Context: an optimization exercise on an open-source flow, tuned for small area. The choices shown serve that exercise and are no tape-out recipe. Function was checked by simulation only, so behaviour that the tests miss may differ from the original. The flow treats the clock pin as an ideal source, which a real chip does not have. Power figures rest on the tool's default switching activity, not on a simulated workload.

## run C
// main
module main(
	output [3:0]VGA_R,
	output [3:0]VGA_G,
	output [3:0]VGA_B,
	input CLOCK_25,
	input reset,
	input [3:0]KEY,
	output VGA_HS,
	output VGA_VS
);
For scale: about 680 cells after synthesis, roughly 4600 um^2 of cells after synthesis.
==> flow/config.mk <==
export PLATFORM = sky130hd
export DESIGN_NAME = main
export DESIGN_NICKNAME = main
export VERILOG_FILES = /design/flow/design.v
export SDC_FILE = /design/flow/constraint.sdc
export NUM_CORES = 4
export LEC_CHECK = 0
export CAP_MARGIN = 20
export CORE_MARGIN = 2
export CORE_UTILIZATION = 70
export SLEW_MARGIN = 20
==> flow/constraint.sdc <==
create_clock -name core_clock -period 40.0 [get_ports {CLOCK_25}]
set_input_delay 8.0000 -clock core_clock [delete_from_list [all_inputs] [get_ports {CLOCK_25}]]
set_output_delay 8.0000 -clock core_clock [all_outputs]
set_load 0.01 [all_outputs]
standard.sh (not shown) runs the stock make flow with config.mk's settings and CLKGATE_MAP_FILE= SYNTH_SCRIPT=/design/flow/synth_recipe.tcl, a recipe that flattens the netlist after the stock synthesis.
==> flow/flow/run.sh <==
#!/bin/bash
# Layout flow: the standard layout (standard.sh), except for the logic
# mapping in synthesis. Synthesis is the standard flow's own script (synth_recipe.tcl, so
# the registers keep their names and cells), with two changes:
#  - ABC maps the logic with flow/own.scr (deep AIG optimisation, then area
#    mapping) instead of ORFS's delay-oriented script;
#  - adders are not extracted into fa/ha cells first (ADDER_MAP_FILE empty),
#    so ABC sees and optimises all of the logic.
# The layout steps are standard.sh's, with two arguments set: clock tree
# synthesis inserts no dummy loads, and the port buffers are buf_1 cells.
# Every tool's output goes to a log file in this folder.
set -euo pipefail
W=$(pwd)
export OWN_ABC_SCRIPT="$W/flow/own.scr"
{ head -n 1 synth_recipe.tcl; cat flow/abc_override.tcl; tail -n +2 synth_recipe.tcl; } > own_synth.tcl
make -C "$FLOW_HOME" DESIGN_CONFIG="$W/config.mk" WORK_HOME="$W/orfs" CLKGATE_MAP_FILE= \
	SYNTH_SCRIPT="$W/own_synth.tcl" ADDER_MAP_FILE= synth > "$W/synth_make.log" 2>&1
cp "$W/orfs/logs/sky130hd/main/base/1_2_yosys.log" "$W/own_synth_yosys.log" || true
export CTS_ARGS="-sink_clustering_enable -repair_clock_nets -dont_use_dummy_load"
export BUFFER_PORTS_ARGS="-buffer_cell sky130_fd_sc_hd__buf_1"
bash standard.sh > "$W/standard_make.log" 2>&1
==> flow/flow/abc_override.tcl <==
# Run ABC's logic mapping with this flow's script instead of the one ORFS picks.
proc abc {args} {
  set i [lsearch -exact $args -script]
  if { $i >= 0 } {
    lset args [expr {$i + 1}] $::env(OWN_ABC_SCRIPT)
  }
  yosys abc {*}$args
}
==> flow/flow/own.scr <==
strash
&get -n
&deepsyn -T 600
&put
balance -l
resub -K 6 -l
rewrite -l
resub -K 6 -N 2 -l
refactor -l
resub -K 8 -l
balance -l
resub -K 8 -N 2 -l
rewrite -l
resub -K 10 -l
rewrite -z -l
resub -K 10 -N 2 -l
balance -l
resub -K 12 -l
refactor -z -l
resub -K 12 -N 2 -l
rewrite -z -l
balance -l
dch -f
amap
topo
diff inputs: run C => run E
diff --git a/flow/flow/run.sh b/flow/flow/run.sh
--- a/flow/flow/run.sh
+++ b/flow/flow/run.sh
@@ -5,3 +5,4 @@
 #  - ABC maps the logic with flow/own.scr (deep AIG optimisation, then area
-#    mapping) instead of ORFS's delay-oriented script;
+#    mapping) instead of ORFS's delay-oriented script, four times with
+#    different random seeds, keeping the smallest result;
 #  - adders are not extracted into fa/ha cells first (ADDER_MAP_FILE empty),
@@ -13,3 +14,8 @@
 W=$(pwd)
-export OWN_ABC_SCRIPT="$W/flow/own.scr"
+OWN_ABC_SCRIPTS=""
+for seed in 0 1 2 3; do
+	sed "s/SEED/$seed/" flow/own.scr > "$W/own_abc_$seed.scr"
+	OWN_ABC_SCRIPTS="$OWN_ABC_SCRIPTS $W/own_abc_$seed.scr"
+done
+export OWN_ABC_SCRIPTS
 { head -n 1 synth_recipe.tcl; cat flow/abc_override.tcl; tail -n +2 synth_recipe.tcl; } > own_synth.tcl
==> flow/flow/abc_override.tcl <==
# Run ABC's logic mapping with this flow's scripts instead of the one ORFS
# picks: once per script in OWN_ABC_SCRIPTS (the same optimisation with
# different random seeds), keeping the result with the smallest cell area.
proc abc {args} {
  set i [lsearch -exact $args -script]
  if { $i < 0 } {
    yosys abc {*}$args
    return
  }
  set best -1
  yosys design -save own_abc_in
  foreach script $::env(OWN_ABC_SCRIPTS) {
    yosys design -load own_abc_in
    lset args [expr {$i + 1}] $script
    yosys abc {*}$args
    set rpt [tee -q -s result.string stat -liberty [lindex $::env(LIB_FILES) 0]]
    if { ![regexp {Chip area for module[^:]*:\s*([0-9.]+)} $rpt -> area] } {
      error "no area in stat output"
    }
    puts "own abc: $script gives area $area"
    if { $best < 0 || $area < $best } {
      set best $area
      yosys design -save own_abc_best
    }
  }
  yosys design -load own_abc_best
  puts "own abc: kept area $best"
}
diff --git a/flow/flow/own.scr b/flow/flow/own.scr
--- a/flow/flow/own.scr
+++ b/flow/flow/own.scr
@@ -2,3 +2,3 @@
 &get -n
-&deepsyn -T 600
+&deepsyn -T 150 -S SEED
 &put
@@ -22,4 +22,4 @@
 balance -l
-dch -f
-amap
+dch -f -p
+amap -A 8 -F 2
 topo
==> comparison <==
Relative to run C, the width of the die of run E is higher by 0.28 um. Run C ended up with more cell instances than run E did. Compared with run C, run E shows critical path depth higher by 9. Est. power | run E vs run C | run E lower. Run C has a higher largest stage delay on the critical path than run E.

Another version of the RTL of main (not shown whole).
Size in the first run: ~630 cells after synthesis, roughly 80 flip-flops.
==> flow/design.v (excerpt) <==
module main(
	output [3:0]VGA_R,
	output [3:0]VGA_G,
	output [3:0]VGA_B,
	input CLOCK_25,
	input reset,
	input [3:0]KEY,
	output VGA_HS,
	output VGA_VS
);
function [10:0] add10(input [9:0] a, input [9:0] b, input ci);    
	integer i;
	reg c;
	begin
		c = ci;
		for (i = 0; i < 10; i = i + 1) begin
			add10[i] = a[i] ^ b[i] ^ c;
			c = (a[i] & b[i]) | (c & (a[i] ^ b[i]));
		end
		add10[10] = c;
	end
endfunction
function [7:0] sub7(input [6:0] a, input [6:0] b);    
	integer i;
	reg c;
	begin
		c = 1'b1;
		for (i = 0; i < 7; i = i + 1) begin
			sub7[i] = a[i] ^ ~b[i] ^ c;
			c = (a[i] & ~b[i]) | (c & (a[i] ^ ~b[i]));
		end
		sub7[7] = c;
	end
endfunction
function [6:0] sub6(input [5:0] a, input [5:0] b);
	integer i;
	reg c;
	begin
		c = 1'b1;
		for (i = 0; i < 6; i = i + 1) begin
			sub6[i] = a[i] ^ ~b[i] ^ c;
			c = (a[i] & ~b[i]) | (c & (a[i] ^ ~b[i]));
		end
		sub6[6] = c;
	end
endfunction
function [16:0] inc17(input [16:0] v, input ci);
	integer i;
	reg c;
	begin
		c = ci;
		for (i = 0; i < 17; i = i + 1) begin
			inc17[i] = v[i] ^ c;
			c = c & v[i];
		end
	end
endfunction
function [4:0] inc5(input [4:0] v, input ci);
	integer i;
	reg c;
	begin
		c = ci;
		for (i = 0; i < 5; i = i + 1) begin
			inc5[i] = v[i] ^ c;
			c = c & v[i];
		end
	end
endfunction
function ge10(input [9:0] v, input [9:0] k);
	integer i;
	reg r;
	begin
		r = 1'b1;
		for (i = 0; i < 10; i = i + 1)
			r = k[i] ? (v[i] & r) : (v[i] | r);
		ge10 = r;
	end
endfunction
function le10(input [9:0] v, input [9:0] k);
	integer i;
	reg r;
	begin
		r = 1'b1;
		for (i = 0; i < 10; i = i + 1)
			r = k[i] ? (!v[i] | r) : (!v[i] & r);
		le10 = r;
	end
endfunction
function rng(input [9:0] v, input [9:0] lo, input [9:0] hi);
	rng = ge10(v, lo) & le10(v, hi);
endfunction
wire [9:0] x, y;
wire hblank, vblank, display;
hvsync_generator vga0(
	.clk    (CLOCK_25),
	.reset  (reset),
	.x      (x),
	.y      (y),
	.hblank (hblank),
	.vblank (vblank),
	.display(display),
	.hs     (VGA_HS),
	.vs     (VGA_VS)
);
reg [9:0] ballX;
reg [8:0] ballY;
reg [8:0] PaddlePosition;
reg start, over;
reg [4:0] boost;
reg [16:0] tmr;
wire xl31 = &x[4:0];
wire nextpos = xl31 & (&tmr[11:0]);      
wire boosttick = xl31 & (&tmr);          
always @(posedge CLOCK_25) begin
	if (reset) tmr <= 17'h1ffff;
	else tmr <= inc17(tmr, xl31);
end
  ...
clock: 40.0 ns
lec_check: 0
cap_margin: 20
core_margin: 2
core_utilization: 70
slew_margin: 20
run.sh (not shown) runs the stock make flow with config.mk's settings and CLKGATE_MAP_FILE= SYNTH_SCRIPT=/design/flow/synth_recipe.tcl, a recipe that flattens the netlist after the stock synthesis.
Stock flow here: none of the scripts above is used.
Edit:
- CORE_UTILIZATION: 70 -> 40
=> Total power grows by roughly a tenth. First-iteration DRC count came out lower by a little under a tenth. Register-to-register slack gets worse by 20 ps. Wire length increases by a few percent. Via count went down slightly.

wip/pepper:
main with an RTL version that a note above also has.
For scale: ~20 I/O pins, ~4600 um2 of cells after synthesis.
clock: 40.0 ns
lec_check: 0
cap_margin: 20
core_margin: 2
core_utilization: 70
slew_margin: 20
standard.sh (not shown) runs the stock make flow with config.mk's settings and CLKGATE_MAP_FILE= SYNTH_SCRIPT=/design/flow/synth_recipe.tcl, a recipe that flattens the netlist after the stock synthesis.
==> flow/flow/run.sh <==
#!/bin/bash
# Layout flow: the standard layout (standard.sh), except for the logic
# mapping in synthesis. Synthesis is the standard flow's own script (synth_recipe.tcl, so
# the registers keep their names and cells), with two changes:
#  - ABC maps the logic with flow/own.scr (deep AIG optimisation, then area
#    mapping) instead of ORFS's delay-oriented script;
#  - adders are not extracted into fa/ha cells first (ADDER_MAP_FILE empty),
#    so ABC sees and optimises all of the logic.
# The synthesis runs four times in parallel, each with its own random seed
# for the AIG optimisation, and the run with the smallest cell area is kept
# as the synthesis of the layout.
# The layout steps are standard.sh's, with two arguments set: clock tree
# synthesis inserts no dummy loads, and the port buffers are buf_1 cells.
# Every tool's output goes to a log file in this folder.
set -euo pipefail
W=$(pwd)
{ head -n 1 synth_recipe.tcl; cat flow/abc_override.tcl; tail -n +2 synth_recipe.tcl; } > own_synth.tcl
SEEDS="0 1 2 3"
pids=""
for seed in $SEEDS; do
	sed "s/SEED/$seed/" flow/own.scr > "$W/own_abc_$seed.scr"
	OWN_ABC_SCRIPT="$W/own_abc_$seed.scr" make -C "$FLOW_HOME" DESIGN_CONFIG="$W/config.mk" \
		WORK_HOME="$W/synth_$seed" CLKGATE_MAP_FILE= SYNTH_SCRIPT="$W/own_synth.tcl" \
		ADDER_MAP_FILE= synth > "$W/synth_make_$seed.log" 2>&1 &
	pids="$pids $!"
done
for p in $pids; do wait "$p" || true; done
best=""
best_area=""
for seed in $SEEDS; do
	d="$W/synth_$seed"
	[ -f "$d/results/sky130hd/main/base/1_synth.odb" ] || continue
	a=$(grep "Chip area for module" "$d/reports/sky130hd/main/base/synth_stat.txt" | awk '{print $NF}')
	echo "seed $seed: synthesis area $a" >> "$W/synth_choice.log"
	if [ -z "$best" ] || awk -v a="$a" -v b="$best_area" 'BEGIN { exit !(a < b) }'; then
		best=$seed
		best_area=$a
	fi
done
[ -n "$best" ] || { echo "no synthesis run finished" >> "$W/synth_choice.log"; exit 1; }
echo "kept seed $best" >> "$W/synth_choice.log"
cp -a "$W/synth_$best" "$W/orfs"
export CTS_ARGS="-sink_clustering_enable -repair_clock_nets -dont_use_dummy_load"
export BUFFER_PORTS_ARGS="-buffer_cell sky130_fd_sc_hd__buf_1"
bash standard.sh > "$W/standard_make.log" 2>&1
Other scripts of this flow, unchanged in this note and not shown: flow/flow/abc_override.tcl, flow/flow/own.scr
wip/pepper | stages: all done | timing, DRC, antenna: all pass
The inputs of wip/umber differ from those of wip/pepper as listed below.
--- a/flow/flow/run.sh
+++ b/flow/flow/run.sh
@@ -13,0 +14,2 @@
+# After clock tree synthesis, flow/leaf_resize.tcl downsizes the leaf clock
+# buffers to clkbuf_4 where the clock-pin slew stays within 100 ps.
@@ -44,0 +47,5 @@
+bash standard.sh cts > "$W/standard_make_cts.log" 2>&1
+R="$W/orfs/results/sky130hd/main/base"
+ODB="$R/4_1_cts.odb" SDC="$R/4_cts.sdc" LEAF_SLEW_LIMIT=0.100 \
+	openroad -no_init -exit flow/leaf_resize.tcl > "$W/leaf_resize.log" 2>&1
+rm -f "$R/4_cts.odb"
==> flow/flow/leaf_resize.tcl (new file) <==
# Downsize the leaf clock buffers of the clock tree (the buffers the root
# clock buffer drives) from clkbuf_8 to clkbuf_4 wherever the worst slew at
# the clock pins the buffer drives stays within LEAF_SLEW_LIMIT (ns), as
# estimated from placement. Reads and rewrites the database given in ODB.
set P $::env(FLOW_HOME)/platforms/sky130hd
read_lef $P/lef/sky130_fd_sc_hd.tlef
read_lef $P/lef/sky130_fd_sc_hd_merged.lef
read_liberty $P/lib/sky130_fd_sc_hd__tt_025C_1v80.lib
read_db $::env(ODB)
read_sdc $::env(SDC)
source $P/setRC.tcl
set_propagated_clock [all_clocks]
estimate_parasitics -placement

set limit $::env(LEAF_SLEW_LIMIT)
set block [ord::get_db_block]
set small [[ord::get_db] findMaster sky130_fd_sc_hd__clkbuf_4]
set cnet [[$block findBTerm CLOCK_25] getNet]
set roots {}
foreach it [$cnet getITerms] { if {[$it isInputSignal]} { lappend roots [$it getInst] } }

proc out_net {inst} {
  foreach it [$inst getITerms] { if {[$it isOutputSignal]} { return [$it getNet] } }
  return ""
}
proc worst_sink_slew {net} {
  set worst 0
  foreach it [$net getITerms] {
    if {[$it isInputSignal]} {
      set pin [get_pins [$it getName]]
      foreach p {slew_max_rise slew_max_fall} {
        set s [get_property $pin $p]
        if {$s > $worst} { set worst $s }
      }
    }
  }
  return $worst
}

set n 0
if {[llength $roots] == 1} {
  set root [lindex $roots 0]
  foreach it [[out_net $root] getITerms] {
    set leaf [$it getInst]
    if {$leaf == $root || ![$it isInputSignal]} continue
    set old [$leaf getMaster]
    if {[$old getName] ne "sky130_fd_sc_hd__clkbuf_8"} continue
    $leaf swapMaster $small
    set s [worst_sink_slew [out_net $leaf]]
    if {$s > $limit} {
      $leaf swapMaster $old
      puts "leaf [$leaf getName]: kept clkbuf_8 (clkbuf_4 would give $s ns)"
    } else {
      incr n
      puts "leaf [$leaf getName]: clkbuf_4, worst clock-pin slew $s ns"
    }
  }
}
puts "downsized $n leaf clock buffers"
write_db $::env(ODB)
Results
wip/umber finished all stages; the layout is clean. Portion of total power attributed to combinational logic: wip/umber < wip/pepper. Area of the multi-input gates delta (wip/pepper -> wip/umber): insignificant. Global-route usage up 0.21 points in wip/umber wrt wip/pepper. Maximum fanout encountered on the critical timing path was lower in the run labelled wip/umber. Total power: wip/umber better than wip/pepper.

separate check: timing with driven ports:
In the flow no input, the clock included, has a driving cell. The finished layouts below were timed again as built, in two steps. Step 1, drivers: a clkbuf_16 drives CLOCK_25 and a buf_2 each remaining input, both assumed. Step 2 times the ports against the registers' clock, not the clock port: input delays grow and output delays shrink by t, the midpoint of the rising clock arrivals with the driver on. Three values: ideal, step 1, step 2; two values: the first two.
run	t, ns	slack for setup (ns)	hold WS [ns]	worst setup path at the end	clock arrival spread, ns
run C	0.379	27.739 / 27.705 / 27.531	0.480 / 0.480 / 0.480	input to register	0.031 / 0.032
run E	0.382	28.466 / 28.477 / 28.095	0.464 / 0.464 / 0.464	input to register	0.010 / 0.010
the first run of note 2	0.392	26.502 / 26.466 / 26.764	0.460 / 0.460 / 0.460	input to register	0.014 / 0.014
the second run of note 2	0.381	26.586 / 26.548 / 26.778	0.447 / 0.447 / 0.447	input to register	0.004 / 0.004
wip/pepper	0.374	27.312 / 27.319 / 26.945	0.474 / 0.474 / 0.474	input to register	0.025 / 0.025
wip/umber	0.390	27.832 / 27.838 / 27.447	0.473 / 0.473 / 0.473	input to register	0.036 / 0.037
After both steps setup and hold are still met in every run listed. The setup slack of wip/umber, which loses most, moves by +0.006 ns with the drivers and by -0.385 ns with both steps.
